Source: an optimization exercise on an open RTL-to-GDS flow (aim: small area, a short achievable clock period and few clock cycles per item). Production flows keep margins and buffers that such runs may drop. Function was checked by simulation only, so behaviour that the tests miss may differ from the original.

==> flow/design.v, too long to show whole: its modules and the start of the top module <==
// module SNN: 216 lines
// module csa_conv_1: 347 lines
// module csa_conv_2: 413 lines
// module csa_conv_3: 415 lines
// module csa_conv_4: 417 lines
// module csa_conv_5: 225 lines
// module csa_div255: 56 lines
// module csa_div9: 108 lines
// module csa_mac: 168 lines
// module snn_fa: 4 lines
// module snn_ha: 4 lines
module SNN(
	input            clk,
	input            rst_n,
	input            in_valid,
	input [7:0]      img,
	input [7:0]      ker,
	input [7:0]      weight,
	output reg       out_valid,
	output reg [9:0] out_data
);
  // ...
==> flow/flow/run.sh <==
#!/bin/bash
# Standard ORFS layout (the standard.sh with its unchanged synthesis),
# with repair_timing aiming for 11.7 ns of setup margin at the design's
# 16 ns clock, port buffers of buf_2 cells, and clock tree synthesis with
# sink clusters of up to 25 flip-flops within 80 um and no dummy loads.
set -euo pipefail
bash standard.sh SETUP_SLACK_MARGIN=11.7 \
  "BUFFER_PORTS_ARGS=-buffer_cell sky130_fd_sc_hd__buf_2" \
  "CTS_ARGS=-sink_clustering_enable -repair_clock_nets -sink_clustering_size 16 -sink_clustering_max_diameter 60 -dont_use_dummy_load -buf_list sky130_fd_sc_hd__clkbuf_8 -root_buf sky130_fd_sc_hd__clkbuf_16" \
  finish > standard_flow.log 2>&1
==> flow/standard.sh <==
#!/bin/bash
# synth_recipe.tcl (not shown) runs the flow's synth.tcl, then flattens the netlist and writes it again
# the make line also repeats each setting of config.mk as NAME=value (left out here)
make -C /OpenROAD-flow-scripts/flow DESIGN_CONFIG=/design/flow/config.mk WORK_HOME=/design/flow/orfs CLKGATE_MAP_FILE= SYNTH_SCRIPT=/design/flow/synth_recipe.tcl "${@:-finish}"
==> flow/config.mk <==
export PLATFORM = sky130hd
export DESIGN_NAME = SNN
export DESIGN_NICKNAME = SNN
export VERILOG_FILES = /design/flow/design.v
export SDC_FILE = /design/flow/constraint.sdc
export NUM_CORES = 4
export LEC_CHECK = 0
export ABC_CLOCK_PERIOD_IN_PS = 4000
export CAP_MARGIN = 20
export CORE_MARGIN = 2
export CORE_UTILIZATION = 40
export SLEW_MARGIN = 20
export SYNTH_HIERARCHICAL = 1
export SYNTH_MINIMUM_KEEP_SIZE = 0
==> flow/constraint.sdc <==
create_clock -name core_clock -period 16.0 [get_ports {clk}]
set_input_delay 3.2000 -clock core_clock [delete_from_list [all_inputs] [get_ports {clk}]]
set_output_delay 3.2000 -clock core_clock [all_outputs]
set_load 0.01 [all_outputs]
==> qor.csv, run 1 <==
metric,value,unit
synth_area,42300,um2
drt-initial-drc-count,1094,
dieWidth,329,um
nWellTaps,1391,
grt_max_degree,31,
path_buf_inv,1,
die_y,329,um
fin_skew,75.4,ps
multi_input_area,24100,um2
ctsResizeCount,8,
yosys.area_share.simple,0.0835,
synthCells,3419,
ant_nets,0,
outcome,"complete, no violations",
crit_required,12800,ps
vias,21700,
largest_class,multi-input combinational cells,
synth-edff-count,197,
synth_common_cells,"fa_1 (707), nand2_1 (640), buf_4 (379), dfxtp_1 (362), edfxtp_1 (197)",
hold_path_depth,0,
worst_slew_margin_rel,0.334,
most-common-layout-cells,"fa_1 (707), nand2_1 (639), dfxtp_1 (345)",
min_to,win[9][0]$_DFF_P_,
post-synth-top-count-cell,fa_1,
inverters_excl_clock,135,
fin_cells,4487,
wirelength_met1,33500,um
drc,0,
grt-busiest-layer,met2,
top_layer_used,met5,
clockRootBuffer,clkbuf_16,
seqCellArea,13800,um2
hold_viol,0,
dr.pass1.iters,5,
crit_path_start,out_data[0]$_DFF_PN0_,
ff2ff_path_depth,12,
worstSetupPathType,reg -> out,
synth_compound_area_frac,0.0439,
slowest_stage,dfrtp_1,
num_antenna_cells,4,
layout.nets,4013,
place_inst,4417,
Testbench counts, summed over its fixed seeds: cycles 25,920, items 320.
==> inputs of run 2 (changes only) <==
--- a/flow/flow/run.sh
+++ b/flow/flow/run.sh
@@ -6,5 +6,5 @@
 set -euo pipefail
 bash standard.sh SETUP_SLACK_MARGIN=11.7 \
   "BUFFER_PORTS_ARGS=-buffer_cell sky130_fd_sc_hd__buf_2" \
-  "CTS_ARGS=-sink_clustering_enable -repair_clock_nets -sink_clustering_size 16 -sink_clustering_max_diameter 60 -dont_use_dummy_load -buf_list sky130_fd_sc_hd__clkbuf_8 -root_buf sky130_fd_sc_hd__clkbuf_16" \
+  "CTS_ARGS=-sink_clustering_enable -repair_clock_nets -sink_clustering_size 25 -sink_clustering_max_diameter 80 -dont_use_dummy_load" \
   finish > standard_flow.log 2>&1
--- a/flow/config.mk
+++ b/flow/config.mk
@@ -5,7 +5,7 @@
 export SDC_FILE = /design/flow/constraint.sdc
 export NUM_CORES = 4
 export LEC_CHECK = 0
-export ABC_CLOCK_PERIOD_IN_PS = 4000
+export ABC_AREA = 1
 export CAP_MARGIN = 20
 export CORE_MARGIN = 2
 export CORE_UTILIZATION = 40
==> run 2 against run 1 <==
Effect of this change:
- first-iteration DRC count up 40%
- synthesized cell count increased by 22%
- clock skew is 1.2 ps higher
- maximum frequency increased by 0.74%
- highest routed layer unchanged
- sequential share of layout area decreased by 1.3 points
- worst hold slack lost 29 ps
- critical path type unchanged
==> qor.csv, run 2 <==
metric,value,unit,change
outcome,"complete, no violations",,unchanged
ant_nets,0,,unchanged
io_buffers,37,,unchanged
drc,0,,unchanged
grt_pass1_vias,27400,,was 24.3k
critPathTopFamily,flip-flops,,unchanged
fin_ws,11710,ps,was 11680 ps
largest_register_ffs,88,,unchanged
hold_viol,0,,unchanged
synth_seq_area_share,0.314,,was 0.327
clk_pin_slew_worst_paths,100,ps,was 90 ps
tightest_slew,962,ps,was 999 ps
avgSynthCellArea,10.6,um2,was 12.4 um2
clock_latency,620,ps,was 610 ps
critPathMaxStageDelay,370,ps,was 380 ps
post-synth-top-count-cell,nand2_1,,was fa_1
htreeDepth,2,,unchanged
holdBufCountCts,0,,unchanged
rsz0062_at_grt,yes,,unchanged
fin_skew,76.6,ps,was 75.4 ps
synth_cell_types,53,,was 68
drt-initial-drc-count,1537,,was 1094
cts_num_sinks,585,,unchanged
clockRootBuffer,clkbuf_16,,unchanged
async_flop_share,0.0444,,unchanged
slew_violations,0,,unchanged
crit_required,12800,ps,about the same
grt_pass1_wl,148000,um,was 133000 um
layout_min_cycle_time,4290,ps,was 4320 ps
crit_fanout,1,,unchanged
rows,121,,was 119
crit_chain,buf_2,,unchanged
worst_slew_margin_rel,0.352,,was 0.334
vias,25600,,was 21.7k
antenna_found_initial,8,,was 14
worstSetupPathType,reg -> out,,unchanged
fin_area,43100,um2,was 41400 um2
layout.nets,4723,,was 4013
yosys_warnings,13,,unchanged
overflow,0,,unchanged
dr.pass1.iters,5,,unchanged
synth_flop_cell,dfxtp_1,,unchanged
hp-class,reg -> reg,,unchanged
cts_setup_buffers,0,,was 2
synth_area,44000,um2,was 42300 um2
cts_tree,yes,,unchanged
ios,38,,unchanged
clockBufferDepth,3,,unchanged
drive_gt1_frac,0.0387,,was 0.0802
tns,0,ps,unchanged
gp_congestion,0.870,,was 0.822
synthTopCellsByArea,"fa_1 (32%), dfxtp_1 (16%), edfxtp_1 (13%), nand2_1 (9.5%), buf_4 (6.2%)",,"was fa_1 (33%), dfxtp_1 (17%), edfxtp_1 (14%), buf_4 (6.7%), nand2_1 (5.7%)"
largest_registers,"win x88, kr x72, pm x40",,unchanged
synthToLayoutAreaGrowth,-2.18,%,was -2.04%
die-area,113000,um2,was 108000 um2
critPathCaptureType,output port,,unchanged
synth_top_area_share,0.321,,was 0.335
hpwl,73200,um,was 63300 um
synth_common_cells,"nand2_1 (1117), fa_1 (707), buf_4 (365), dfxtp_1 (362), inv_1 (284)",,"was fa_1 (707), nand2_1 (640), buf_4 (379), dfxtp_1 (362), edfxtp_1 (197)"
final_common_cell,nand2_1,,was fa_1
totalWireLength,90300,um,was 79500 um
core,109000,um2,was 105000 um2
most-common-layout-cells,"nand2_1 (1116), fa_1 (707), dfxtp_1 (342)",,"was fa_1 (707), nand2_1 (639), dfxtp_1 (345)"
period_share,0.268,,was 0.270
dieWidth,336,um,was 329 um
top_register,win,,unchanged
die_y,336,um,was 329 um
grt_max_degree,40,,was 31
clock.fmax,233,MHz,was 231 MHz
path_buf_inv,1,,unchanged
cts_buffers,38,,was 56
cap_violations,0,,unchanged
initial_core_util,0.404,,was 0.402
cp-start-kind,register,,unchanged
placed_area,42100,um2,was 40400 um2
synth-edff-count,197,,unchanged
critPathArrivalTime,1090,ps,was 1120 ps
slowest_stage,dfrtp_1,,unchanged
track_usage,0.166,,was 0.157
synthCells,4158,,was 3419
wl_per_cell,17.3,um,was 17.7 um
finalSetupViolations,0,,unchanged
ys_ff_latch,585,,unchanged
post-place-ws,11040,ps,was 10940 ps
viasPerCell,4.91,,was 4.83
fillers,10600,,was 10.1k
yosysTopAreaCell,fa_1,,unchanged
==> run 2: changes by cell type after synthesis, moves of 28 or more <==
| cell | delta |
|---|---|
| nand2_1 | +477 |
| inv_1 | +149 |
| nor2_1 | +125 |
| o21ai_0 | +84 |
| xnor2_1 | -76 |
| nand3_1 | +73 |
| a21oi_1 | +55 |
| mux2_2 | -41 |
| xor2_1 | +34 |
| and2_1 | -29 |
| a22oi_2 | -28 |
==> run 2: cell families (layout without fill, tap and decap cells) <==
group	count (synthesis)	count (layout)	share of synthesized area
compound gates	316	316	0.0400
xor+xnor	71	71	0.0141
fa+ha+maj	892	892	0.374
buf+inv	807	375	0.124
flops	585	585	0.314
mux	2	2	0.000483
other cells	10	87	0.000852
simple gates	1475	1475	0.133
==> run 2: final timing paths <==
kind	start	to	slack, ps	cells past startpoint
worst max-delay path	out_data[6]$_DFF_PN0_	out_data[6]	11710	1
worst min register to register	win[7][3]$_DFF_P_	win[8][3]$_DFF_P_	280	0
worst max register to register	win[5][3]$_DFF_P_	r3_s[6]$_DFF_P_	11810	7
worst min-delay path	win[7][3]$_DFF_P_	win[8][3]$_DFF_P_	280	0
min in group asynchronous	rst_n	out_data[7]$_DFF_PN0_	2620	1
max in group asynchronous	rst_n	e_v$_DFF_PN0_	12940	1
==> run 2: final cells by class <==
type / instances / area (um2) / share of cell area
multi-input combinational: 2842 / 25100 / 0.583
sequential: 585 / 13800 / 0.321
tap: 1414 / 1770 / 0.0411
inverter: 289 / 1130 / 0.0262
clock buffer: 38 / 951 / 0.0221
timing repair buffer: 48 / 268 / 0.00621
antenna: 1 / 2.50 / 0.0000581
==> run 2: stage by stage <==
step | hold slack, ps | utilization | instances
floorplan | 310 | - | 4234
global placement | 310 | 0.386 | 5178
detailed placement | 312 | 0.386 | 5178
CTS | 285 | 0.395 | 5216
global route | 277 | 0.395 | 5217
finish | 280 | 0.395 | 5217
==> run 2: timing repair <==
action,4_1_cts,5_1_grt
cloned,0,0
gates resized for setup,2,21
setup endpoints to repair,21,70
==> run 2: per-module statistics from Yosys (local to each module, per instance), excerpt <==
module | cell area (um2) | flip-flops and latches | cells inside | times used
csa_conv_1 | 1100 | 0 | 195 | 1
csa_conv_2 | 1120 | 0 | 197 | 1
csa_conv_4 | 1130 | 0 | 199 | 1
csa_conv_3 | 1020 | 0 | 199 | 1
csa_div255 | 548 | 0 | 74 | 1
csa_mac | 1360 | 0 | 260 | 1
snn_fa | 20.0 | 0 | 1 | 670
csa_div9 | 383 | 0 | 58 | 1
snn_ha | 12.5 | 0 | 1 | 38
==> run 2: metal layers <==
layer  vias to the layer above  global-route usage  share of wire  wire length, um
met1                     13000               0.223           0.43            38900
li1                      11900                   -              -                -
met3                       129              0.0262          0.056             5080
met5                         -                   0        0.00049               44
met2                       620               0.282           0.49            44200
met4                         8              0.0426          0.023             2070
==> inputs of run 3 (changes only) <==
--- a/flow/config.mk
+++ b/flow/config.mk
@@ -5,10 +5,11 @@
 export SDC_FILE = /design/flow/constraint.sdc
 export NUM_CORES = 4
 export LEC_CHECK = 0
-export ABC_AREA = 1
+export ABC_CLOCK_PERIOD_IN_PS = 4000
 export CAP_MARGIN = 20
 export CORE_MARGIN = 2
-export CORE_UTILIZATION = 40
+export CORE_UTILIZATION = 50
+export PLACE_DENSITY = 0.7
 export SLEW_MARGIN = 20
 export SYNTH_HIERARCHICAL = 1
 export SYNTH_MINIMUM_KEEP_SIZE = 0
==> run 3 against run 2 <==
Effect of this change:
- largest cell class unchanged
- still clean on timing, DRC and antenna
- die area down 23%
- worst hold slack gained 7.6 ps
- register-to-register slack improved by 80 ps
- flip-flop and latch count did not move
- sequential share of layout area rose by 1.4 points
- non-clock buffer count up 18
- maximum frequency hardly changed
- wire length shrank 14%
- global-route usage rose by 2.4 points
==> qor.csv, run 3 <==
metric,value,unit,change
tightest_slew,980,ps,was 962 ps
synthToLayoutAreaGrowth,-2.30,%,was -2.18%
hold_viol,0,,unchanged
ios,38,,unchanged
dr.pass1.iters,7,,was 5
synth_flop_cell,dfxtp_1,,unchanged
synthCells,3419,,was 4158
rows,106,,was 121
tns,0,ps,unchanged
drive_gt1_frac,0.0801,,was 0.0387
worst_slew_margin_rel,0.346,,was 0.352
cts_tree,yes,,unchanged
avgSynthCellArea,12.4,um2,was 10.6 um2
layout.nets,4003,,was 4723
hpwl,61300,um,was 73200 um
core,83700,um2,was 109000 um2
multi_input_area,24100,um2,was 25100 um2
worstSetupPathType,reg -> out,,unchanged
gp_congestion,0.851,,was 0.870
cts_buffers,39,,was 38
synth_cell_types,68,,was 53
grt_max_degree,29,,was 40
htreeDepth,2,,unchanged
grt_pass1_vias,24000,,was 27.4k
outcome,"complete, no violations",,unchanged
antenna_found_initial,13,,was 8
synth_seq_area_share,0.327,,was 0.314
viasPerCell,5.21,,was 4.91
synth_common_cells,"fa_1 (707), nand2_1 (640), buf_4 (379), dfxtp_1 (362), edfxtp_1 (197)",,"was nand2_1 (1117), fa_1 (707), buf_4 (365), dfxtp_1 (362), inv_1 (284)"
final_common_cell,fa_1,,was nand2_1
cp-start-kind,register,,unchanged
yosysTopAreaCell,fa_1,,unchanged
seqCellArea,13800,um2,about the same
finalSetupViolations,0,,unchanged
cts_num_sinks,585,,unchanged
ant_nets,0,,unchanged
slowest_stage,dfrtp_1,,unchanged
whs,288,ps,was 280 ps
synth_top_area_share,0.335,,was 0.321
totalWireLength,77500,um,was 90300 um
track_usage,0.190,,was 0.166
die_y,295,um,was 336 um
overflow,0,,unchanged
clockRootBuffer,clkbuf_16,,unchanged
io_buffers,37,,unchanged
critPathCaptureType,output port,,unchanged
clockBufferDepth,3,,unchanged
top_register,win,,unchanged
die-area,86900,um2,was 113000 um2
initial_core_util,0.505,,was 0.404
hp-class,reg -> reg,,unchanged
clk_pin_slew_worst_paths,90,ps,was 100 ps
dieWidth,295,um,was 336 um
cap_violations,0,,unchanged
largest_registers,"win x88, kr x72, pm x40",,unchanged
rsz0062_at_grt,yes,,unchanged
largest_register_ffs,88,,unchanged
clock_latency,590,ps,was 620 ps
slew_violations,0,,unchanged
synth_area,42300,um2,was 44000 um2
drc,0,,unchanged
ys_ff_latch,585,,unchanged
grt_pass1_wl,128000,um,was 148000 um
critPathTopFamily,flip-flops,,unchanged
post-synth-top-count-cell,fa_1,,was nand2_1
synthTopCellsByArea,"fa_1 (33%), dfxtp_1 (17%), edfxtp_1 (14%), buf_4 (6.7%), nand2_1 (5.7%)",,"was fa_1 (32%), dfxtp_1 (16%), edfxtp_1 (13%), nand2_1 (9.5%), buf_4 (6.2%)"
yosys_warnings,13,,unchanged
fin_skew,72.2,ps,was 76.6 ps
critPathArrivalTime,1090,ps,about the same
wl_per_cell,18.4,um,was 17.3 um
critPathMaxStageDelay,380,ps,was 370 ps
crit_fanout,1,,unchanged
fillers,7212,,was 10.6k
path_buf_inv,1,,unchanged
crit_chain,buf_6,,was buf_2
synth-edff-count,197,,unchanged
period_share,0.268,,about the same
layout_min_cycle_time,4290,ps,about the same
most-common-layout-cells,"fa_1 (707), nand2_1 (639), dfxtp_1 (337)",,"was nand2_1 (1116), fa_1 (707), dfxtp_1 (342)"
clock.fmax,233,MHz,about the same
async_flop_share,0.0444,,unchanged
drt-initial-drc-count,1250,,was 1537
crit_required,12800,ps,about the same
vias,22000,,was 25.6k
[run 3: Yosys stat by module, one instance, submodules excluded]
module	cells inside	cell area [um2]	flip-flops and latches
csa_div255	74	548	0
snn_ha	1	12.5	0
SNN	1533	21200	585
csa_conv_1	195	1100	0
csa_conv_3	199	1020	0
csa_mac	135	1170	0
csa_conv_5	121	727	0
csa_conv_4	199	1130	0
snn_fa	1	20.0	0
csa_div9	58	383	0
csa_conv_2	197	1120	0
[run 3: path summary, 6_finish.rpt]
check,start,end,slack (ps),depth (start not counted)
min,win[6][3]$_DFF_P_,win[7][3]$_DFF_P_,290,0
max,out_data[4]$_DFF_PN0_,out_data[4],11710,1
min in group asynchronous,rst_n,out_data[4]$_DFF_PN0_,2620,1
max in group asynchronous,rst_n,e_v$_DFF_PN0_,12940,1
max reg2reg,pq[4]$_DFFE_PP_,mres[16]$_DFF_P_,11890,13
min reg2reg,win[6][3]$_DFF_P_,win[7][3]$_DFF_P_,290,0
[run 3: metrics by stage]
stage           util  std cells  worst slack, ps  instance area, um2
3_5_place_dp   0.479       4155            11020               40100
6_report       0.494       4220            11710               41300
5_1_grt        0.494       4216            11650               41300
3_3_place_gp   0.479       4155            11060               40100
4_1_cts        0.491       4198            11660               41100
2_1_floorplan      -       3495            11200               42700
[run 3: kinds of logic (layout without fill, tap and decap cells)]
logic type | count (synthesis) | count (layout) | synth area share
xor gates and xnor gates | 113 | 113 | 0.0234
DFF | 585 | 585 | 0.327
adders and majority gates | 892 | 892 | 0.389
and+or+nand+nor | 846 | 846 | 0.0835
muxes | 66 | 66 | 0.0192
AOI/OAI and AO/OA | 254 | 254 | 0.0439
buffers and inverters | 653 | 240 | 0.113
other | 10 | 90 | 0.000888
[run 3: what timing repair did]
item,CTS,global route
gates cloned,0,0
hold buffers,0,0
pin swaps,2,0
buffers inserted,4,18
gates resized for setup,10,27
endpoints found under the hold margin,0,0
endpoints found under the setup margin,64,54
[run 3: area by class of cell]
| type | instances | share of cell area |
|---|---|---|
| Antenna cell | 4 | 0.000242 |
| Clock buffer | 39 | 0.0236 |
| Inverter | 135 | 0.0123 |
| Multi-Input combinational cell | 2257 | 0.583 |
| Sequential cell | 585 | 0.335 |
| Tap cell | 1134 | 0.0343 |
| Timing Repair Buffer | 66 | 0.0110 |
[run 3: routing by layer]
layer,up-vias,global-route usage,routed length (um)
met2,694,0.324,38600
li1,9821,-,-
met3,156,0.0317,5450
met1,11300,0.249,31000
met4,8,0.0591,2390
met5,-,0,54
==> inputs of run 4 (changes only) <==
--- a/flow/config.mk
+++ b/flow/config.mk
@@ -8,8 +8,8 @@
 export ABC_CLOCK_PERIOD_IN_PS = 4000
 export CAP_MARGIN = 20
 export CORE_MARGIN = 2
-export CORE_UTILIZATION = 50
-export PLACE_DENSITY = 0.7
+export CORE_UTILIZATION = 70
+export PLACE_DENSITY = 0.8
 export SLEW_MARGIN = 20
 export SYNTH_HIERARCHICAL = 1
 export SYNTH_MINIMUM_KEEP_SIZE = 0
==> run 4 against run 3 <==
Effect of this change:
- cell count fell by 8.4%
- maximum frequency barely moved
- critical path depth did not move
- setup slack barely moved
==> qor.csv, run 4 <==
metric,value,unit,change
worst_slew_margin_rel,0.317,,was 0.346
post-place-ws,11030,ps,was 11020 ps
largest_register_ffs,88,,unchanged
synthTopCellsByArea,"fa_1 (33%), dfxtp_1 (17%), edfxtp_1 (14%), buf_4 (6.7%), nand2_1 (5.7%)",,unchanged
fin_cells,3865,,was 4220
utilization,0.680,,was 0.494
slowest_stage,dfrtp_1,,unchanged
crit_chain,buf_2,,was buf_6
tightest_slew,1020,ps,was 980 ps
fin_skew,73.2,ps,was 72.2 ps
critPathTopFamily,flip-flops,,unchanged
hp-class,reg -> reg,,unchanged
final_common_cell,fa_1,,unchanged
yosysTopAreaCell,fa_1,,unchanged
placed_area,39600,um2,was 40100 um2
largest_registers,"win x88, kr x72, pm x40",,unchanged
hold_path_depth,0,,unchanged
fin_ws,11710,ps,about the same
synth_cell_types,68,,unchanged
outcome,"complete, no violations",,unchanged
r2r-end,mres[15]$_DFF_P_,,was mres[16]$_DFF_P_
cts_tree,yes,,unchanged
fin_area,40800,um2,was 41300 um2
synth-edff-count,197,,unchanged
viasPerCell,5.92,,was 5.21
initial_core_util,0.705,,was 0.505
clockRootBuffer,clkbuf_16,,unchanged
hold_viol,0,,unchanged
grt_pass1_wl,134000,um,was 128000 um
synth_seq_area_share,0.327,,unchanged
avgSynthCellArea,12.4,um2,unchanged
track_usage,0.276,,was 0.190
r2r_slack,11850,ps,was 11890 ps
synth_top_area_share,0.335,,unchanged
grt_max_degree,29,,unchanged
slew_violations,0,,unchanged
critPathArrivalTime,1090,ps,about the same
antenna_found_initial,13,,unchanged
fillers,4064,,was 7212
io_buffers,37,,unchanged
clockBufferDepth,3,,unchanged
drive_gt1_frac,0.0818,,was 0.0801
gp_congestion,0.915,,was 0.851
die_y,250,um,was 295 um
rows,90,,was 106
grt_pass1_vias,25700,,was 24.0k
drc,0,,unchanged
overflow,0,,unchanged
synthToLayoutAreaGrowth,-3.50,%,was -2.30%
rsz0062_at_grt,yes,,unchanged
finalSetupViolations,0,,unchanged
synth_common_cells,"fa_1 (707), nand2_1 (640), buf_4 (379), dfxtp_1 (362), edfxtp_1 (197)",,unchanged
wl_per_cell,21.1,um,was 18.4 um
tns,0,ps,unchanged
period_share,0.268,,about the same
htreeDepth,2,,unchanged
async_flop_share,0.0444,,unchanged
clock.fmax,233,MHz,about the same
path_buf_inv,1,,unchanged
synth_flop_cell,dfxtp_1,,unchanged
dr.pass1.iters,5,,was 7
critPathCaptureType,output port,,unchanged
cts_buffers,35,,was 39
totalWireLength,81600,um,was 77500 um
drt-initial-drc-count,1792,,was 1250
hpwl,62900,um,was 61300 um
most-common-layout-cells,"fa_1 (707), nand2_1 (639), dfxtp_1 (332)",,"was fa_1 (707), nand2_1 (639), dfxtp_1 (337)"
ff2ff_path_depth,12,,was 13
post-synth-top-count-cell,fa_1,,unchanged
synthCells,3419,,unchanged
yosys_warnings,13,,unchanged
clk_pin_slew_worst_paths,90,ps,about the same
min_to,win[7][4]$_DFF_P_,,was win[7][3]$_DFF_P_
ant_nets,0,,unchanged
crit_fanout,1,,unchanged
cap_violations,0,,unchanged
synth_area,42300,um2,unchanged
cts_num_sinks,585,,unchanged
die-area,62400,um2,was 86900 um2
layout.nets,4001,,was 4003
vias,22900,,was 22.0k
critPathMaxStageDelay,380,ps,about the same
worstHoldStart,win[6][4]$_DFF_P_,,was win[6][3]$_DFF_P_
top_register,win,,unchanged
r2r-start,pq[3]$_DFFE_PP_,,was pq[4]$_DFFE_PP_
layout_min_cycle_time,4290,ps,about the same
ios,38,,unchanged
cp-start-kind,register,,unchanged
crit_required,12800,ps,about the same
place_inst,3801,,was 4155
ys_ff_latch,585,,unchanged
clock_latency,580,ps,was 590 ps
core,60000,um2,was 83700 um2
worstSetupPathType,reg -> out,,unchanged
dieWidth,250,um,was 295 um
==> run 4: cell types whose count changed in the layout (fill, tap and decap cells not counted), moves of 2 or more <==
| cell | change |
|---|---|
| buf_6 | -4 |
| nor3_1 | -2 |
| dfxtp_1 | -5 |
| dfxtp_2 | +4 |
| buf_2 | +4 |
| nor3_2 | +2 |
| clkbuf_16 | -4 |
==> run 4: cells by family after synthesis <==
group,count (synthesis),share of synthesized area
AO/OA/AOI/OAI,254,0.0439
AND/OR/NAND/NOR,846,0.0835
flip-flops,585,0.327
buffers and inverters,653,0.113
XOR/XNOR,113,0.0234
adder cells (fa/ha/maj),892,0.389
multiplexers,66,0.0192
other,10,0.000888
==> run 4: worst max path at each step <==
stage / startpoint / end / slack [ps] / cells after the start
3_3_place_gp: in_valid / kr[3][7]$_DFFE_PP_ / 11080 / 5
2_1_floorplan: d_b$_DFF_P_ / pm[0][0]$_DFFE_PP_ / 11200 / 13
4_1_cts: out_data[8]$_DFF_PN0_ / out_data[8] / 11680 / 1
6_report: out_data[8]$_DFF_PN0_ / out_data[8] / 11710 / 1
3_5_place_dp: in_valid / kr[1][3]$_DFFE_PP_ / 11030 / 5
5_1_grt: out_data[2]$_DFF_PN0_ / out_data[2] / 11660 / 1
==> run 4: layer usage <==
layer,up-vias,share of wire,track usage
li1,9802,-,-
met1,11800,0.38,0.352
met2,988,0.51,0.471
met3,244,0.074,0.0523
met4,12,0.040,0.106
met5,-,0.00096,0
==> run 4: timing repair <==
| item | in CTS | in global routing |
|---|---|---|
| setup endpoints to repair | 63 | 59 |
| gates resized for setup | 9 | 33 |
| hold buffers | 0 | 0 |
| setup buffers | 10 | 16 |
| pin swaps | 2 | 2 |
==> run 4: final cells by class <==
class                      count  area, um2  area share
multi-input combinational   2257      24100       0.591
antenna                        3       7.51    0.000184
inverter                     135        507      0.0124
tap                          782        978      0.0240
clock buffer                  35        876      0.0215
sequential                   585      13900       0.340
timing repair buffer          68        455      0.0112
==> run 4: modules after synthesis (local to each module, per instance) <==
module      flops+latches  copies in the design  cell area, um2
SNN                   585                     1           21200
snn_fa                  0                   670            20.0
csa_mac                 0                     1            1170
csa_conv_2              0                     1            1120
csa_conv_5              0                     1             727
csa_conv_1              0                     1            1100
snn_ha                  0                    38            12.5
csa_conv_3              0                     1            1020
csa_div9                0                     1             383
csa_conv_4              0                     1            1130
csa_div255              0                     1             548
==> run 4: per-stage QoR <==
stage	hold WS [ps]
after CTS	291
after global routing	297
final	288
after floorplan	310
after global placement	310
after detailed placement	312
==> inputs of run 5 (changes only) <==
--- a/flow/config.mk
+++ b/flow/config.mk
@@ -8,8 +8,8 @@
 export ABC_CLOCK_PERIOD_IN_PS = 4000
 export CAP_MARGIN = 20
 export CORE_MARGIN = 2
-export CORE_UTILIZATION = 70
-export PLACE_DENSITY = 0.8
+export CORE_UTILIZATION = 78
+export PLACE_DENSITY = 0.88
 export SLEW_MARGIN = 20
 export SYNTH_HIERARCHICAL = 1
 export SYNTH_MINIMUM_KEEP_SIZE = 0
==> run 5 against run 4 <==
Effect of this change:
- synthesized cell count unchanged
- maximum frequency decreased by 0.28%
- critical endpoint is now out_data[5]
- non-clock buffer count decreased by 3
- utilization increased by 7.6 points
- die area decreased by 10%
- highest routed layer unchanged
- critical path depth unchanged
- largest cell class unchanged
==> qor.csv, run 5 <==
metric,value,unit,change
outcome,"complete, no violations",,unchanged
cts_num_sinks,585,,unchanged
path_buf_inv,1,,unchanged
wl_per_cell,23.7,um,was 21.1 um
core,53700,um2,was 60000 um2
drive_gt1_frac,0.0794,,was 0.0818
yosys_warnings,13,,unchanged
worstSetupPathType,reg -> out,,unchanged
clock.fmax,232,MHz,was 233 MHz
post-synth-top-count-cell,fa_1,,unchanged
synthToLayoutAreaGrowth,-4.03,%,was -3.50%
clk_pin_slew_worst_paths,100,ps,was 90 ps
drc,0,,unchanged
critPathMaxStageDelay,370,ps,was 380 ps
most-common-layout-cells,"fa_1 (707), nand2_1 (639), dfxtp_1 (331)",,"was fa_1 (707), nand2_1 (639), dfxtp_1 (332)"
htreeDepth,1,,was 2
initial_core_util,0.787,,was 0.705
clock_latency,620,ps,was 580 ps
crit_chain,buf_2,,unchanged
period_share,0.269,,was 0.268
critPathTopFamily,flip-flops,,unchanged
hp-class,reg -> reg,,unchanged
tightest_slew,1050,ps,was 1020 ps
seqCellArea,13900,um2,about the same
placed_area,39500,um2,was 39600 um2
hpwl,65700,um,was 62900 um
worst_slew_margin_rel,0.297,,was 0.317
gp_congestion,0.910,,was 0.915
rows,85,,was 90
fillers,2969,,was 4064
ant_nets,0,,unchanged
place_inst,3714,,was 3801
rsz0062_at_grt,yes,,unchanged
fin_cells,3773,,was 3865
grt_pass1_vias,27600,,was 25.7k
r2r_slack,11820,ps,was 11850 ps
clockBufferDepth,3,,unchanged
async_flop_share,0.0444,,unchanged
largest_registers,"win x88, kr x72, pm x40",,unchanged
final_common_cell,fa_1,,unchanged
viasPerCell,6.32,,was 5.92
slew_violations,0,,unchanged
crit_required,12800,ps,about the same
track_usage,0.333,,was 0.276
layout.nets,3994,,was 4001
worstHoldStart,win[8][5]$_DFF_P_,,was win[6][4]$_DFF_P_
r2r-start,pq[7]$_DFFE_PP_,,was pq[3]$_DFFE_PP_
crit_fanout,1,,unchanged
hold_viol,0,,unchanged
min_to,win[9][5]$_DFF_P_,,was win[7][4]$_DFF_P_
cp-start-kind,register,,unchanged
avgSynthCellArea,12.4,um2,unchanged
synth-edff-count,197,,unchanged
fin_area,40600,um2,was 40800 um2
synth_common_cells,"fa_1 (707), nand2_1 (640), buf_4 (379), dfxtp_1 (362), edfxtp_1 (197)",,unchanged
dieWidth,237,um,was 250 um
synth_cell_types,68,,unchanged
synth_flop_cell,dfxtp_1,,unchanged
yosysTopAreaCell,fa_1,,unchanged
fin_skew,54.7,ps,was 73.2 ps
critPathCaptureType,output port,,unchanged
io_buffers,37,,unchanged
die_y,237,um,was 250 um
synth_top_area_share,0.335,,unchanged
finalSetupViolations,0,,unchanged
synth_seq_area_share,0.327,,unchanged
ios,38,,unchanged
hold_path_depth,0,,unchanged
vias,23800,,was 22.9k
cts_buffers,31,,was 35
dr.pass1.iters,6,,was 5
cap_violations,0,,unchanged
tns,0,ps,unchanged
top_register,win,,unchanged
grt_max_degree,29,,unchanged
critPathArrivalTime,1100,ps,was 1090 ps
antenna_found_initial,15,,was 13
slowest_stage,dfrtp_1,,unchanged
die-area,56100,um2,was 62400 um2
holdBufCountCts,0,,unchanged
clockRootBuffer,clkbuf_16,,unchanged
overflow,0,,unchanged
ff2ff_path_depth,12,,unchanged
cts_tree,yes,,unchanged
multi_input_area,24100,um2,about the same
ys_ff_latch,585,,unchanged
r2r-end,mres[16]$_DFF_P_,,was mres[15]$_DFF_P_
synthCells,3419,,unchanged
totalWireLength,89300,um,was 81600 um
drt-initial-drc-count,2407,,was 1792
synthTopCellsByArea,"fa_1 (33%), dfxtp_1 (17%), edfxtp_1 (14%), buf_4 (6.7%), nand2_1 (5.7%)",,unchanged
synth_area,42300,um2,unchanged
largest_register_ffs,88,,unchanged
grt_pass1_wl,144000,um,was 134000 um
layout_min_cycle_time,4300,ps,was 4290 ps
==> run 5: per-layer routing <==
metal	vias to the layer above	share of wire	track usage
met5	-	0.0014	0
met4	20	0.068	0.191
met3	516	0.096	0.0711
met2	1470	0.50	0.566
met1	12000	0.33	0.397
li1	9790	-	-
==> run 5: cells by family after synthesis <==
family                     count (synthesis)  share of synthesized area
AOI/OAI and AO/OA                        254                     0.0439
adders and majority gates                892                      0.389
xor gates and xnor gates                 113                     0.0234
muxes                                     66                     0.0192
other                                     10                   0.000888
DFF                                      585                      0.327
and+or+nand+nor                          846                     0.0835
buffers and inverters                    653                      0.113
==> run 5: metrics by stage <==
step,hold slack [ps],util,setup slack [ps]
floorplan,310,-,11200
global placement,310,0.735,11080
detailed placement,312,0.735,10990
CTS,274,0.752,11670
global route,290,0.756,11660
finish,272,0.756,11700
==> run 5: modules after synthesis, one instance, submodules excluded <==
| module | copies in the design | flops+latches | cell area [um2] | cells inside |
|---|---|---|---|---|
| csa_conv_2 | 1 | 0 | 1120 | 197 |
| snn_ha | 38 | 0 | 12.5 | 1 |
| csa_conv_3 | 1 | 0 | 1020 | 199 |
| csa_conv_4 | 1 | 0 | 1130 | 199 |
| csa_div9 | 1 | 0 | 383 | 58 |
| csa_div255 | 1 | 0 | 548 | 74 |
| csa_conv_5 | 1 | 0 | 727 | 121 |
| csa_conv_1 | 1 | 0 | 1100 | 195 |
| SNN | 1 | 585 | 21200 | 1533 |
| csa_mac | 1 | 0 | 1170 | 135 |
| snn_fa | 670 | 0 | 20.0 | 1 |
==> run 5: final cells by class <==
cell class,count,share of cell area
flip-flops and latches,585,0.341
clock buffers,31,0.0191
well taps,696,0.0215
multi-input cells,2257,0.594
diodes,4,0.000247
repair buffers,65,0.0113
inverters,135,0.0125
==> run 5: what timing repair did <==
action                                  CTS  global route
resized for setup                         9            34
buffers inserted                         13            11
endpoints found under the hold margin     0             0
endpoints found under the setup margin   60            74
pin swaps                                 2             0
==> run 5: worst max-delay path by stage <==
stage | startpoint | to | cells after the start
2_1_floorplan | d_b$_DFF_P_ | pm[0][0]$_DFFE_PP_ | 13
4_1_cts | out_data[5]$_DFF_PN0_ | out_data[5] | 1
3_3_place_gp | in_valid | kr[1][4]$_DFFE_PP_ | 5
3_5_place_dp | in_valid | kr[1][5]$_DFFE_PP_ | 5
6_report | out_data[5]$_DFF_PN0_ | out_data[5] | 1
5_1_grt | out_data[3]$_DFF_PN0_ | out_data[3] | 1
==> inputs of run 6 (changes only) <==
--- a/flow/config.mk
+++ b/flow/config.mk
@@ -8,8 +8,7 @@
 export ABC_CLOCK_PERIOD_IN_PS = 4000
 export CAP_MARGIN = 20
 export CORE_MARGIN = 2
-export CORE_UTILIZATION = 78
-export PLACE_DENSITY = 0.88
+export CORE_UTILIZATION = 40
 export SLEW_MARGIN = 20
 export SYNTH_HIERARCHICAL = 1
 export SYNTH_MINIMUM_KEEP_SIZE = 0
==> run 6 against run 5 <==
Effect of this change:
- still clean on timing, DRC and antenna
- sequential share of layout area down 0.84 points
- global-route usage down 18 points
- area after synthesis unchanged
- non-clock buffer count down 8
- register-to-register slack better by 90 ps
- utilization down 36 points
==> qor.csv, run 6 <==
metric,value,unit,change
outcome,"complete, no violations",,unchanged
crit_required,12800,ps,about the same
hpwl,63300,um,was 65700 um
fillers,10000,,was 2969
slowest_stage,dfrtp_1,,unchanged
htreeDepth,2,,was 1
largest_register_ffs,88,,unchanged
overflow,0,,unchanged
clockRootBuffer,clkbuf_16,,unchanged
fin_skew,76.3,ps,was 54.7 ps
grt_pass1_vias,24100,,was 27.6k
cap_violations,0,,unchanged
clock_latency,600,ps,was 620 ps
hold_viol,0,,unchanged
critPathTopFamily,flip-flops,,unchanged
clk_pin_slew_worst_paths,90,ps,was 100 ps
path_buf_inv,1,,unchanged
most-common-layout-cells,"fa_1 (707), nand2_1 (639), dfxtp_1 (343)",,"was fa_1 (707), nand2_1 (639), dfxtp_1 (331)"
vias,21600,,was 23.8k
hp-class,reg -> reg,,unchanged
rows,119,,was 85
drive_gt1_frac,0.0749,,was 0.0794
antenna_found_initial,14,,was 15
drt-initial-drc-count,1184,,was 2407
cts_buffers,38,,was 31
fin_area,41500,um2,was 40600 um2
rsz0062_at_grt,yes,,unchanged
track_usage,0.156,,was 0.333
slew_violations,0,,unchanged
synth_flop_cell,dfxtp_1,,unchanged
die_y,329,um,was 237 um
grt_pass1_wl,132000,um,was 144000 um
multi_input_area,24100,um2,about the same
crit_chain,buf_6,,was buf_2
core,105000,um2,was 53700 um2
grt_max_degree,31,,was 29
fin_ws,11680,ps,was 11700 ps
largest_registers,"win x88, kr x72, pm x40",,unchanged
ios,38,,unchanged
post-synth-top-count-cell,fa_1,,unchanged
synthToLayoutAreaGrowth,-1.76,%,was -4.03%
tns,0,ps,unchanged
seqCellArea,13800,um2,was 13900 um2
critPathCaptureType,output port,,unchanged
avgSynthCellArea,12.4,um2,unchanged
dieWidth,329,um,was 237 um
initial_core_util,0.402,,was 0.787
critPathArrivalTime,1120,ps,was 1100 ps
synth_common_cells,"fa_1 (707), nand2_1 (640), buf_4 (379), dfxtp_1 (362), edfxtp_1 (197)",,unchanged
gp_congestion,0.822,,was 0.910
final_common_cell,fa_1,,unchanged
viasPerCell,4.84,,was 6.32
io_buffers,37,,unchanged
wl_per_cell,17.7,um,was 23.7 um
ys_ff_latch,585,,unchanged
ant_nets,0,,unchanged
worst_slew_margin_rel,0.325,,was 0.297
synthTopCellsByArea,"fa_1 (33%), dfxtp_1 (17%), edfxtp_1 (14%), buf_4 (6.7%), nand2_1 (5.7%)",,unchanged
crit_fanout,1,,unchanged
synthCells,3419,,unchanged
top_register,win,,unchanged
layout.nets,3993,,was 3994
placed_area,40400,um2,was 39500 um2
crit_path_start,out_data[5]$_DFF_PN0_,,unchanged
clock.fmax,231,MHz,was 232 MHz
critPathMaxStageDelay,390,ps,was 370 ps
clockBufferDepth,3,,unchanged
finalSetupViolations,0,,unchanged
cts_tree,yes,,unchanged
async_flop_share,0.0444,,unchanged
synth_area,42300,um2,unchanged
r2r-start,pq[5]$_DFFE_PP_,,was pq[7]$_DFFE_PP_
worstHoldStart,win[8][2]$_DFF_P_,,was win[8][5]$_DFF_P_
dr.pass1.iters,5,,was 6
utilization,0.395,,was 0.756
yosysTopAreaCell,fa_1,,unchanged
post-place-ws,10940,ps,was 10990 ps
tightest_slew,1010,ps,was 1050 ps
synth_cell_types,68,,unchanged
synth_top_area_share,0.335,,unchanged
period_share,0.270,,was 0.269
die-area,108000,um2,was 56100 um2
synth_seq_area_share,0.327,,unchanged
drc,0,,unchanged
yosys_warnings,13,,unchanged
synth-edff-count,197,,unchanged
cts_num_sinks,585,,unchanged
layout_min_cycle_time,4320,ps,was 4300 ps
totalWireLength,79300,um,was 89300 um
cp-start-kind,register,,unchanged
worstSetupPathType,reg -> out,,unchanged
==> run 6: cell count changes in the layout (fill, tap and decap cells not counted), sizes merged <==
cell and delta:
buf -8, clkbuf +7, diode -1
==> run 6: path summary, 6_finish.rpt <==
check / slack [ps] / depth (start not counted) / endpoint
min: 300 / 0 / win[9][2]$_DFF_P_
max reg2reg: 11910 / 12 / mres[16]$_DFF_P_
min reg2reg: 300 / 0 / win[9][2]$_DFF_P_
min in group asynchronous: 2620 / 1 / out_data[4]$_DFF_PN0_
max in group asynchronous: 12880 / 1 / f_v$_DFF_PN0_
max: 11680 / 1 / out_data[5]
==> run 6: routing by layer <==
metal,GRT usage,vias to the layer above,routed length [um]
met4,0.0420,12,2040
li1,-,9794,-
met3,0.0321,122,4850
met5,0,-,76
met1,0.203,11200,33500
met2,0.264,499,38800
==> run 6: kinds of logic (layout without fill, tap and decap cells) <==
kind of cell	after synthesis	after routing	share of synthesized area
AO/OA/AOI/OAI	254	254	0.0439
XOR/XNOR	113	113	0.0234
multiplexers	66	66	0.0192
adder cells (fa/ha/maj)	892	892	0.389
AND/OR/NAND/NOR	846	846	0.0835
flip-flops	585	585	0.327
buffers and inverters	653	230	0.113
other	10	89	0.000888
==> run 6: Yosys stat by module (local to each module, per instance) <==
module	cells	cell area [um2]	copies in the design	flops+latches
snn_ha	1	12.5	38	0
snn_fa	1	20.0	670	0
SNN	1533	21200	1	585
csa_conv_4	199	1130	1	0
csa_conv_2	197	1120	1	0
csa_conv_5	121	727	1	0
csa_conv_3	199	1020	1	0
csa_conv_1	195	1100	1	0
csa_div9	58	383	1	0
csa_mac	135	1170	1	0
csa_div255	74	548	1	0
==> run 6: final cells by class <==
type / count / area share
Clock buffer: 38 / 0.0229
Multi-Input combinational cell: 2257 / 0.580
Timing Repair Buffer: 57 / 0.00952
Sequential cell: 585 / 0.333
Antenna cell: 3 / 0.000181
Tap cell: 1391 / 0.0419
Inverter: 135 / 0.0122
==> run 6: worst register-to-register path, cell delays in order, from the launching register on <==
cell and delay [ps]:
edfxtp_1 640, a22oi_2 150, xnor2_1 170, fa_1 600, fa_1 450, fa_1 490, ha_1 370, nand3_1 110
a2111oi_2 350, o31ai_2 180, o2111ai_1 230, a21oi_1 110, xnor2_1 130
==> run 6: repair_timing <==
| action | in CTS | in global routing |
|---|---|---|
| setup endpoints to repair | 55 | 66 |
| gates resized for setup | 10 | 20 |
| pin swaps | 1 | 2 |
| hold buffers | 0 | 0 |
| setup buffers | 2 | 6 |
==> run 6: through the flow <==
stage | cells | hold slack (ps)
after global placement | 4417 | 310
after floorplan | 3495 | 310
after detailed placement | 4417 | 312
after global routing | 4463 | 286
after CTS | 4457 | 292
final | 4466 | 297
==> inputs of run 7 (changes only) <==
--- a/flow/flow/run.sh
+++ b/flow/flow/run.sh
@@ -6,5 +6,5 @@
 set -euo pipefail
 bash standard.sh SETUP_SLACK_MARGIN=11.7 \
   "BUFFER_PORTS_ARGS=-buffer_cell sky130_fd_sc_hd__buf_2" \
-  "CTS_ARGS=-sink_clustering_enable -repair_clock_nets -sink_clustering_size 25 -sink_clustering_max_diameter 80 -dont_use_dummy_load" \
+  "CTS_ARGS=-sink_clustering_enable -repair_clock_nets -sink_clustering_size 40 -sink_clustering_max_diameter 60 -dont_use_dummy_load" \
   finish > standard_flow.log 2>&1
==> run 7 against run 6 <==
Effect of this change:
- still clean on timing, DRC and antenna
- wire length grew 0.47%
- worst hold slack lost 12 ps
- cell area grew 0.63%
- sequential share of layout area shrank 0.21 points
- critical endpoint is now out_data[1]
- highest routed layer unchanged
==> qor.csv, run 7 <==
metric,value,unit,change
dr.pass1.iters,5,,unchanged
rsz0062_at_grt,yes,,unchanged
hp-class,reg -> reg,,unchanged
wl_per_cell,17.8,um,was 17.7 um
die_y,329,um,unchanged
hpwl,63300,um,unchanged
avgSynthCellArea,12.4,um2,unchanged
worstSetupPathType,reg -> out,,unchanged
synth_top_area_share,0.335,,unchanged
initial_core_util,0.402,,unchanged
drc,0,,unchanged
synthToLayoutAreaGrowth,-1.14,%,was -1.76%
ant_nets,0,,unchanged
drive_gt1_frac,0.0787,,was 0.0749
fin_skew,68.8,ps,was 76.3 ps
synth_seq_area_share,0.327,,unchanged
critPathArrivalTime,1100,ps,was 1120 ps
clock_latency,630,ps,was 600 ps
synthCells,3419,,unchanged
clk_pin_slew_worst_paths,110,ps,was 90 ps
period_share,0.269,,was 0.270
vias,21700,,was 21.6k
cts_num_sinks,585,,unchanged
post-synth-top-count-cell,fa_1,,unchanged
largest_registers,"win x88, kr x72, pm x40",,unchanged
overflow,0,,unchanged
core,105000,um2,unchanged
placed_area,40400,um2,unchanged
clockRootBuffer,clkbuf_16,,unchanged
worst_slew_margin_rel,0.318,,was 0.325
synthTopCellsByArea,"fa_1 (33%), dfxtp_1 (17%), edfxtp_1 (14%), buf_4 (6.7%), nand2_1 (5.7%)",,unchanged
fin_area,41800,um2,was 41500 um2
critPathTopFamily,flip-flops,,unchanged
finalSetupViolations,0,,unchanged
track_usage,0.156,,about the same
critPathMaxStageDelay,370,ps,was 390 ps
crit_required,12800,ps,about the same
dieWidth,329,um,unchanged
crit_chain,buf_2,,was buf_6
io_buffers,37,,unchanged
synth_flop_cell,dfxtp_1,,unchanged
clockBufferDepth,3,,unchanged
synth_common_cells,"fa_1 (707), nand2_1 (640), buf_4 (379), dfxtp_1 (362), edfxtp_1 (197)",,unchanged
outcome,"complete, no violations",,unchanged
final_common_cell,fa_1,,unchanged
tightest_slew,1020,ps,was 1010 ps
cp-start-kind,register,,unchanged
synth-edff-count,197,,unchanged
cts_tree,yes,,unchanged
totalWireLength,79600,um,was 79300 um
synth_cell_types,68,,unchanged
most-common-layout-cells,"fa_1 (707), nand2_1 (639), dfxtp_1 (344)",,"was fa_1 (707), nand2_1 (639), dfxtp_1 (343)"
cts_buffers,48,,was 38
path_buf_inv,1,,unchanged
rows,119,,unchanged
cap_violations,0,,unchanged
tns,0,ps,unchanged
synth_area,42300,um2,unchanged
viasPerCell,4.85,,was 4.84
htreeDepth,2,,unchanged
grt_max_degree,33,,was 31
critPathCaptureType,output port,,unchanged
yosysTopAreaCell,fa_1,,unchanged
clock.fmax,233,MHz,was 231 MHz
gp_congestion,0.822,,unchanged
holdBufCountCts,0,,unchanged
async_flop_share,0.0444,,unchanged
layout_min_cycle_time,4300,ps,was 4320 ps
ios,38,,unchanged
grt_pass1_vias,24200,,was 24.1k
layout.nets,4007,,was 3993
hold_viol,0,,unchanged
slowest_stage,dfrtp_1,,unchanged
antenna_found_initial,14,,unchanged
die-area,108000,um2,unchanged
drt-initial-drc-count,1137,,was 1184
grt_pass1_wl,133000,um,was 132000 um
largest_register_ffs,88,,unchanged
crit_fanout,1,,unchanged
yosys_warnings,13,,unchanged
ys_ff_latch,585,,unchanged
slew_violations,0,,unchanged
top_register,win,,unchanged
run 7: cell counts after synthesis:
No cell type changed its count.
run 7: cell families after synthesis:
family,synth area share
flops,0.327
xor+xnor,0.0234
compound gates,0.0439
simple gates,0.0835
fa+ha+maj,0.389
other cells,0.000888
mux,0.0192
buf+inv,0.113
run 7: layer usage:
layer  up-vias  part of all wire  GRT usage
met2       511              0.49      0.265
met5         -           0.00095          0
met3       144             0.059     0.0302
met4        12             0.029     0.0466
met1     11200              0.42      0.204
li1       9832                 -          -
run 7: through the flow:
stage | hold slack (ps) | util | setup slack [ps] | instances
after floorplan | 310 | - | 11200 | 3495
after global placement | 310 | 0.384 | 11000 | 4417
after detailed placement | 312 | 0.384 | 10940 | 4417
after CTS | 285 | 0.396 | 11600 | 4467
after global routing | 279 | 0.398 | 11620 | 4477
final | 284 | 0.398 | 11700 | 4480
run 7: per-module statistics from Yosys, one instance, submodules excluded, a selection:
module      cells  cell area [um2]  copies in the design
snn_fa          1             20.0                   670
csa_div9       58              383                     1
csa_conv_2    197             1120                     1
csa_conv_4    199             1130                     1
csa_conv_5    121              727                     1
SNN          1533            21200                     1
run 7: timing repair:
item | CTS | global route
gates resized for setup | 8 | 20
pin swaps | 2 | 1
setup endpoints to repair | 55 | 61
setup buffers | 2 | 10
run 7: cell type report:
cell class	instances	area (um2)
Inverter	135	507
Multi-Input combinational cell	2257	24100
Sequential cell	585	13800
Clock buffer	48	1200
Antenna cell	3	7.51
Fill cell	10000	63300
Timing Repair Buffer	61	413
Tap cell	1391	1740
run 7: final timing paths:
check,start,to,slack [ps],cells past startpoint
worst min-delay path,win[8][2]$_DFF_P_,win[9][2]$_DFF_P_,280,0
worst max register to register,win[0][3]$_DFF_P_,r4_s[8]$_DFF_P_,11830,7
min in group asynchronous,rst_n,out_valid$_DFF_PN0_,2630,1
max in group asynchronous,rst_n,out_data[5]$_DFF_PN0_,12920,1
worst max-delay path,out_data[1]$_DFF_PN0_,out_data[1],11700,1
worst min register to register,win[8][2]$_DFF_P_,win[9][2]$_DFF_P_,280,0
==> inputs of run 8 (changes only) <==
--- a/flow/flow/run.sh
+++ b/flow/flow/run.sh
@@ -6,5 +6,5 @@
 set -euo pipefail
 bash standard.sh SETUP_SLACK_MARGIN=11.7 \
   "BUFFER_PORTS_ARGS=-buffer_cell sky130_fd_sc_hd__buf_2" \
-  "CTS_ARGS=-sink_clustering_enable -repair_clock_nets -sink_clustering_size 40 -sink_clustering_max_diameter 60 -dont_use_dummy_load" \
+  "CTS_ARGS=-sink_clustering_enable -repair_clock_nets -sink_clustering_size 30 -sink_clustering_max_diameter 60 -dont_use_dummy_load" \
   finish > standard_flow.log 2>&1
--- a/flow/config.mk
+++ b/flow/config.mk
@@ -8,7 +8,8 @@
 export ABC_CLOCK_PERIOD_IN_PS = 4000
 export CAP_MARGIN = 20
 export CORE_MARGIN = 2
-export CORE_UTILIZATION = 40
+export CORE_UTILIZATION = 60
+export PLACE_DENSITY = 0.75
 export SLEW_MARGIN = 20
 export SYNTH_HIERARCHICAL = 1
 export SYNTH_MINIMUM_KEEP_SIZE = 0
==> run 8 against run 7 <==
Effect of this change:
- die area decreased by 33%
- count of clock-buffer cells in the layout decreased by 4
- area after synthesis did not move
==> qor.csv, run 8 <==
metric,value,unit,change
crit_fanout,8,,was 1
synth_area,42300,um2,unchanged
ys_ff_latch,585,,unchanged
whs,291,ps,was 284 ps
totalWireLength,79200,um,was 79600 um
clockRootBuffer,clkbuf_16,,unchanged
cp-start-kind,input pin,,was register
track_usage,0.230,,was 0.156
post-synth-top-count-cell,fa_1,,unchanged
clockBufferDepth,3,,unchanged
drt-initial-drc-count,1431,,was 1137
initial_core_util,0.605,,was 0.402
holdBufCountCts,0,,unchanged
synth-edff-count,197,,unchanged
fin_area,41200,um2,was 41800 um2
most-common-layout-cells,"fa_1 (707), nand2_1 (639), dfxtp_1 (337)",,"was fa_1 (707), nand2_1 (639), dfxtp_1 (344)"
synth_common_cells,"fa_1 (707), nand2_1 (640), buf_4 (379), dfxtp_1 (362), edfxtp_1 (197)",,unchanged
cap_violations,0,,unchanged
core,69900,um2,was 105000 um2
largest_registers,"win x88, kr x72, pm x40",,unchanged
crit_required,16230,ps,was 12800 ps
async_flop_share,0.0444,,unchanged
rsz0062_at_grt,yes,,unchanged
synthTopCellsByArea,"fa_1 (33%), dfxtp_1 (17%), edfxtp_1 (14%), buf_4 (6.7%), nand2_1 (5.7%)",,unchanged
top_register,win,,unchanged
grt_max_degree,31,,was 33
outcome,"complete, no violations",,unchanged
worst_slew_margin_rel,0.325,,was 0.318
hpwl,62300,um,was 63300 um
antenna_found_initial,8,,was 14
layout.nets,4010,,was 4007
slew_violations,0,,unchanged
die-area,72600,um2,was 108000 um2
synth_cell_types,68,,unchanged
hold_viol,0,,unchanged
grt_pass1_wl,132000,um,was 133000 um
cts_tree,yes,,unchanged
die_y,269,um,was 329 um
avgSynthCellArea,12.4,um2,unchanged
tns,0,ps,unchanged
largest_register_ffs,88,,unchanged
synthToLayoutAreaGrowth,-2.56,%,was -1.14%
hp-class,reg -> reg,,unchanged
worstSetupPathType,in -> reg,,was reg -> out
overflow,0,,unchanged
period_share,0.268,,was 0.269
grt_pass1_vias,25300,,was 24.2k
placed_area,39800,um2,was 40400 um2
clock_latency,610,ps,was 630 ps
critPathArrivalTime,4530,ps,was 1100 ps
dr.pass1.iters,7,,was 5
ios,38,,unchanged
wl_per_cell,19.6,um,was 17.8 um
fillers,5368,,was 10.0k
ant_nets,0,,unchanged
post-place-ws,10930,ps,was 10940 ps
dieWidth,269,um,was 329 um
yosys_warnings,13,,unchanged
final_common_cell,fa_1,,unchanged
cts_num_sinks,585,,unchanged
viasPerCell,5.54,,was 4.85
gp_congestion,0.889,,was 0.822
vias,22300,,was 21.7k
drive_gt1_frac,0.0819,,was 0.0787
clk_pin_slew_worst_paths,70,ps,was 110 ps
synth_top_area_share,0.335,,unchanged
layout_min_cycle_time,4290,ps,was 4300 ps
drc,0,,unchanged
fin_skew,62.7,ps,was 68.8 ps
finalSetupViolations,0,,unchanged
synth_flop_cell,dfxtp_1,,unchanged
tightest_slew,1010,ps,was 1020 ps
synthCells,3419,,unchanged
yosysTopAreaCell,fa_1,,unchanged
fin_ws,11710,ps,was 11700 ps
critPathCaptureType,register,,was output port
multi_input_area,24100,um2,unchanged
synth_seq_area_share,0.327,,unchanged
rows,97,,was 119
io_buffers,37,,unchanged
htreeDepth,2,,unchanged
seqCellArea,13800,um2,about the same
clock.fmax,233,MHz,about the same
cts_buffers,44,,was 48
[run 8: cell counts after synthesis]
Identical to the previous run, type by type.
[run 8: final cells by class]
type	instances	share of cell area
Antenna cell	1	0.0000607
Clock buffer	44	0.0267
Inverter	135	0.0123
Multi-Input combinational cell	2257	0.585
Sequential cell	585	0.336
Tap cell	940	0.0285
Timing Repair Buffer	68	0.0114
[run 8: final timing paths]
kind                              startpoint                    end  slack (ps)  cells after the start
max in group asynchronous              rst_n  out_data[6]$_DFF_PN0_       12990                      1
min in group asynchronous              rst_n     row[0]$_DFFE_PN0P_        2610                      1
min                        win[8][7]$_DFF_P_      win[9][7]$_DFF_P_         290                      0
max                                 in_valid     kr[7][3]$_DFFE_PP_       11710                      5
min reg2reg                win[8][7]$_DFF_P_      win[9][7]$_DFF_P_         290                      0
max reg2reg                  pq[6]$_DFFE_PP_       mres[15]$_DFF_P_       11850                     12
[run 8: metrics by stage]
step	util	instances
after global placement	0.569	3960
after CTS	0.586	4010
after detailed placement	0.569	3960
after global routing	0.589	4029
after floorplan	-	3495
final	0.589	4030
[run 8: logic make-up after synthesis]
| group | count (synthesis) | share of synthesized area |
|---|---|---|
| AOI/OAI and AO/OA | 254 | 0.0439 |
| xor gates and xnor gates | 113 | 0.0234 |
| adders and majority gates | 892 | 0.389 |
| buffers and inverters | 653 | 0.113 |
| DFF | 585 | 0.327 |
| muxes | 66 | 0.0192 |
| other | 10 | 0.000888 |
| and+or+nand+nor | 846 | 0.0835 |
[run 8: what timing repair did]
item,4_1_cts,5_1_grt
endpoints found under the setup margin,61,99
pin swaps,2,1
setup buffers,6,19
gates resized for setup,9,27
cloned,0,0
[run 8: critical path, cell delays in order]
cell and delay [ps]:
buf_2 110, nand3b_1 90, nor4_2 410, nand2b_2 300, nor3_4 420
[run 8: modules after synthesis, one instance, submodules excluded, a selection]
| module | flip-flops and latches | cells inside | area (um2) |
|---|---|---|---|
| SNN | 585 | 1533 | 21200 |
| csa_conv_1 | 0 | 195 | 1100 |
| csa_conv_2 | 0 | 197 | 1120 |
| csa_conv_3 | 0 | 199 | 1020 |
| csa_conv_4 | 0 | 199 | 1130 |
| csa_conv_5 | 0 | 121 | 727 |
| csa_div9 | 0 | 58 | 383 |
| csa_mac | 0 | 135 | 1170 |
| snn_fa | 0 | 1 | 20.0 |
| snn_ha | 0 | 1 | 12.5 |
[run 8: layer usage]
layer	part of all wire	track usage
met5	0.00080	0
met4	0.031	0.0746
met3	0.065	0.0435
met2	0.51	0.398
met1	0.39	0.295
==> inputs of run 9 (changes only) <==
--- a/flow/flow/run.sh
+++ b/flow/flow/run.sh
@@ -6,5 +6,5 @@
 set -euo pipefail
 bash standard.sh SETUP_SLACK_MARGIN=11.7 \
   "BUFFER_PORTS_ARGS=-buffer_cell sky130_fd_sc_hd__buf_2" \
-  "CTS_ARGS=-sink_clustering_enable -repair_clock_nets -sink_clustering_size 30 -sink_clustering_max_diameter 60 -dont_use_dummy_load" \
+  "CTS_ARGS=-sink_clustering_enable -repair_clock_nets -sink_clustering_size 20 -sink_clustering_max_diameter 50 -dont_use_dummy_load" \
   finish > standard_flow.log 2>&1
==> run 9 against run 8 <==
Effect of this change:
- still clean on timing, DRC and antenna
- global-route usage about the same
- flip-flop and latch count unchanged
- setup slack got worse by 33 ps
- sequential share of layout area down 0.33 points
- critical path type is now reg -> out
- critical endpoint is now out_data[1]
- highest routed layer unchanged
==> qor.csv, run 9 <==
metric,value,unit,change
post-place-ws,10930,ps,unchanged
slowest_stage,dfrtp_1,,was nor3_4
ant_nets,0,,unchanged
synth_seq_area_share,0.327,,unchanged
totalWireLength,79200,um,about the same
synthCells,3419,,unchanged
cts_tree,yes,,unchanged
cp-start-kind,register,,was input pin
wl_per_cell,19.6,um,about the same
hpwl,62300,um,unchanged
worstSetupPathType,reg -> out,,was in -> reg
crit_chain,buf_2,,was buf_2 > nand3b_1 > nor4_2 > nand2b_2 > nor3_4
utilization,0.595,,was 0.589
largest_registers,"win x88, kr x72, pm x40",,unchanged
dr.pass1.iters,6,,was 7
layout_min_cycle_time,4320,ps,was 4290 ps
crit_required,12800,ps,was 16230 ps
largest_register_ffs,88,,unchanged
synth_cell_types,68,,unchanged
synthTopCellsByArea,"fa_1 (33%), dfxtp_1 (17%), edfxtp_1 (14%), buf_4 (6.7%), nand2_1 (5.7%)",,unchanged
tns,0,ps,unchanged
r2r_slack,11810,ps,was 11850 ps
layout.nets,4028,,was 4010
final_common_cell,fa_1,,unchanged
worst_slew_margin_rel,0.322,,was 0.325
grt_pass1_wl,133000,um,was 132000 um
fillers,5338,,was 5368
clockRootBuffer,clkbuf_16,,unchanged
die_y,269,um,unchanged
crit_fanout,1,,was 8
synth_top_area_share,0.335,,unchanged
async_flop_share,0.0444,,unchanged
holdBufCountCts,0,,unchanged
die-area,72600,um2,unchanged
yosys_warnings,13,,unchanged
synth_area,42300,um2,unchanged
synth_flop_cell,dfxtp_1,,unchanged
drive_gt1_frac,0.0869,,was 0.0819
viasPerCell,5.57,,was 5.54
hold_path_depth,0,,unchanged
hp-class,reg -> reg,,unchanged
gp_congestion,0.889,,unchanged
fin_ws,11680,ps,was 11710 ps
grt_pass1_vias,25500,,was 25.3k
hold_viol,0,,unchanged
synth_common_cells,"fa_1 (707), nand2_1 (640), buf_4 (379), dfxtp_1 (362), edfxtp_1 (197)",,unchanged
fin_skew,48.1,ps,was 62.7 ps
worstHoldStart,win[3][7]$_DFF_P_,,was win[8][7]$_DFF_P_
clk_pin_slew_worst_paths,60,ps,was 70 ps
cap_violations,0,,unchanged
post-synth-top-count-cell,fa_1,,unchanged
clock.fmax,231,MHz,was 233 MHz
drt-initial-drc-count,1476,,was 1431
top_register,win,,unchanged
cts_num_sinks,585,,unchanged
avgSynthCellArea,12.4,um2,unchanged
outcome,"complete, no violations",,unchanged
critPathArrivalTime,1120,ps,was 4530 ps
finalSetupViolations,0,,unchanged
ys_ff_latch,585,,unchanged
track_usage,0.231,,was 0.230
rows,97,,unchanged
drc,0,,unchanged
critPathTopFamily,flip-flops,,was simple AND/OR/NAND/NOR gates
[run 9: metrics by stage]
stage               instances  cell area (um2)
floorplan                3495            42700
global placement         3960            39800
detailed placement       3960            39800
CTS                      4028            41400
global route             4047            41600
finish                   4048            41600
[run 9: how the worst max path moves through the flow]
stage | startpoint | to | slack, ps | depth (start not counted)
3_5_place_dp | in_valid | kr[1][2]$_DFFE_PP_ | 10930 | 5
5_1_grt | pq[2]$_DFFE_PP_ | mres[16]$_DFF_P_ | 11620 | 13
4_1_cts | pq[4]$_DFFE_PP_ | mres[16]$_DFF_P_ | 11630 | 12
3_3_place_gp | in_valid | kr[1][2]$_DFFE_PP_ | 11020 | 5
6_report | out_data[1]$_DFF_PN0_ | out_data[1] | 11680 | 1
2_1_floorplan | d_b$_DFF_P_ | pm[0][0]$_DFFE_PP_ | 11200 | 13
[run 9: kinds of logic after synthesis]
group / after synthesis / share of synthesized area
mux: 66 / 0.0192
other cells: 10 / 0.000888
flops: 585 / 0.327
fa+ha+maj: 892 / 0.389
xor+xnor: 113 / 0.0234
compound gates: 254 / 0.0439
buf+inv: 653 / 0.113
simple gates: 846 / 0.0835
[run 9: layout make-up]
| type | instances | area share |
|---|---|---|
| multi-input cells | 2257 | 0.579 |
| diodes | 1 | 0.0000601 |
| repair buffers | 70 | 0.0113 |
| flip-flops and latches | 585 | 0.333 |
| inverters | 135 | 0.0122 |
| clock buffers | 60 | 0.0361 |
| well taps | 940 | 0.0283 |
[run 9: Yosys stat by module, one instance, submodules excluded, a selection]
module | copies in the design | flip-flops and latches | area [um2]
csa_conv_3 | 1 | 0 | 1020
snn_fa | 670 | 0 | 20.0
csa_div9 | 1 | 0 | 383
snn_ha | 38 | 0 | 12.5
csa_conv_4 | 1 | 0 | 1130
SNN | 1 | 585 | 21200
csa_conv_1 | 1 | 0 | 1100
[run 9: metal layers]
metal | GRT usage | share of wire | routed length (um)
met4 | 0.0863 | 0.037 | 2960
met3 | 0.0408 | 0.069 | 5450
met5 | 0 | 0.00092 | 73
met2 | 0.393 | 0.50 | 39800
met1 | 0.297 | 0.39 | 30900
[run 9: timing repair]
action | in CTS | in global routing
setup endpoints to repair | 59 | 71
resized for setup | 7 | 28
buffers inserted | 8 | 19
pin swaps | 2 | 1

[re-timing with driven ports]
Ports are ideal in the flow. The routed layouts listed here were re-timed in OpenROAD. Step 1, drivers: a clkbuf_16 drives clk and a buf_2 each remaining input, both assumed. Step 2 times the ports against the registers' clock, not the clock port: input delays grow and output delays shrink by t, the midpoint of the rising clock arrivals with the driver on. Slacks: no drivers / after step 1 / after step 2; pairs: no drivers / after step 1.
run	t, ns	slack for setup (ns)	worst hold slack (ns)	worst setup path at the end	slew at the worst register clock pin (ns)
run 1	0.640	11.680 / 11.612 / 11.114	0.309 / 0.309 / 0.309	input to register	0.10 / 0.10
run 2	0.640	11.711 / 11.644 / 11.074	0.280 / 0.280 / 0.280	input to register	0.10 / 0.10
run 3	0.627	11.708 / 11.646 / 11.144	0.288 / 0.288 / 0.288	input to register	0.10 / 0.10
run 4	0.607	11.708 / 11.645 / 11.180	0.288 / 0.288 / 0.288	input to register	0.10 / 0.10
run 5	0.655	11.696 / 11.633 / 11.031	0.272 / 0.272 / 0.272	input to register	0.10 / 0.10
run 6	0.633	11.680 / 11.614 / 11.128	0.297 / 0.297 / 0.297	input to register	0.09 / 0.09
run 7	0.663	11.702 / 11.637 / 11.088	0.284 / 0.284 / 0.284	input to register	0.11 / 0.11
run 8	0.648	11.709 / 11.661 / 11.039	0.291 / 0.291 / 0.291	input to register	0.11 / 0.11
run 9	0.670	11.676 / 11.610 / 11.059	0.294 / 0.294 / 0.294	input to register	0.08 / 0.08
After both steps every run listed still meets setup and hold. The setup slack of run 8, which loses most, moves by -0.048 ns with the drivers and by -0.670 ns with both steps.
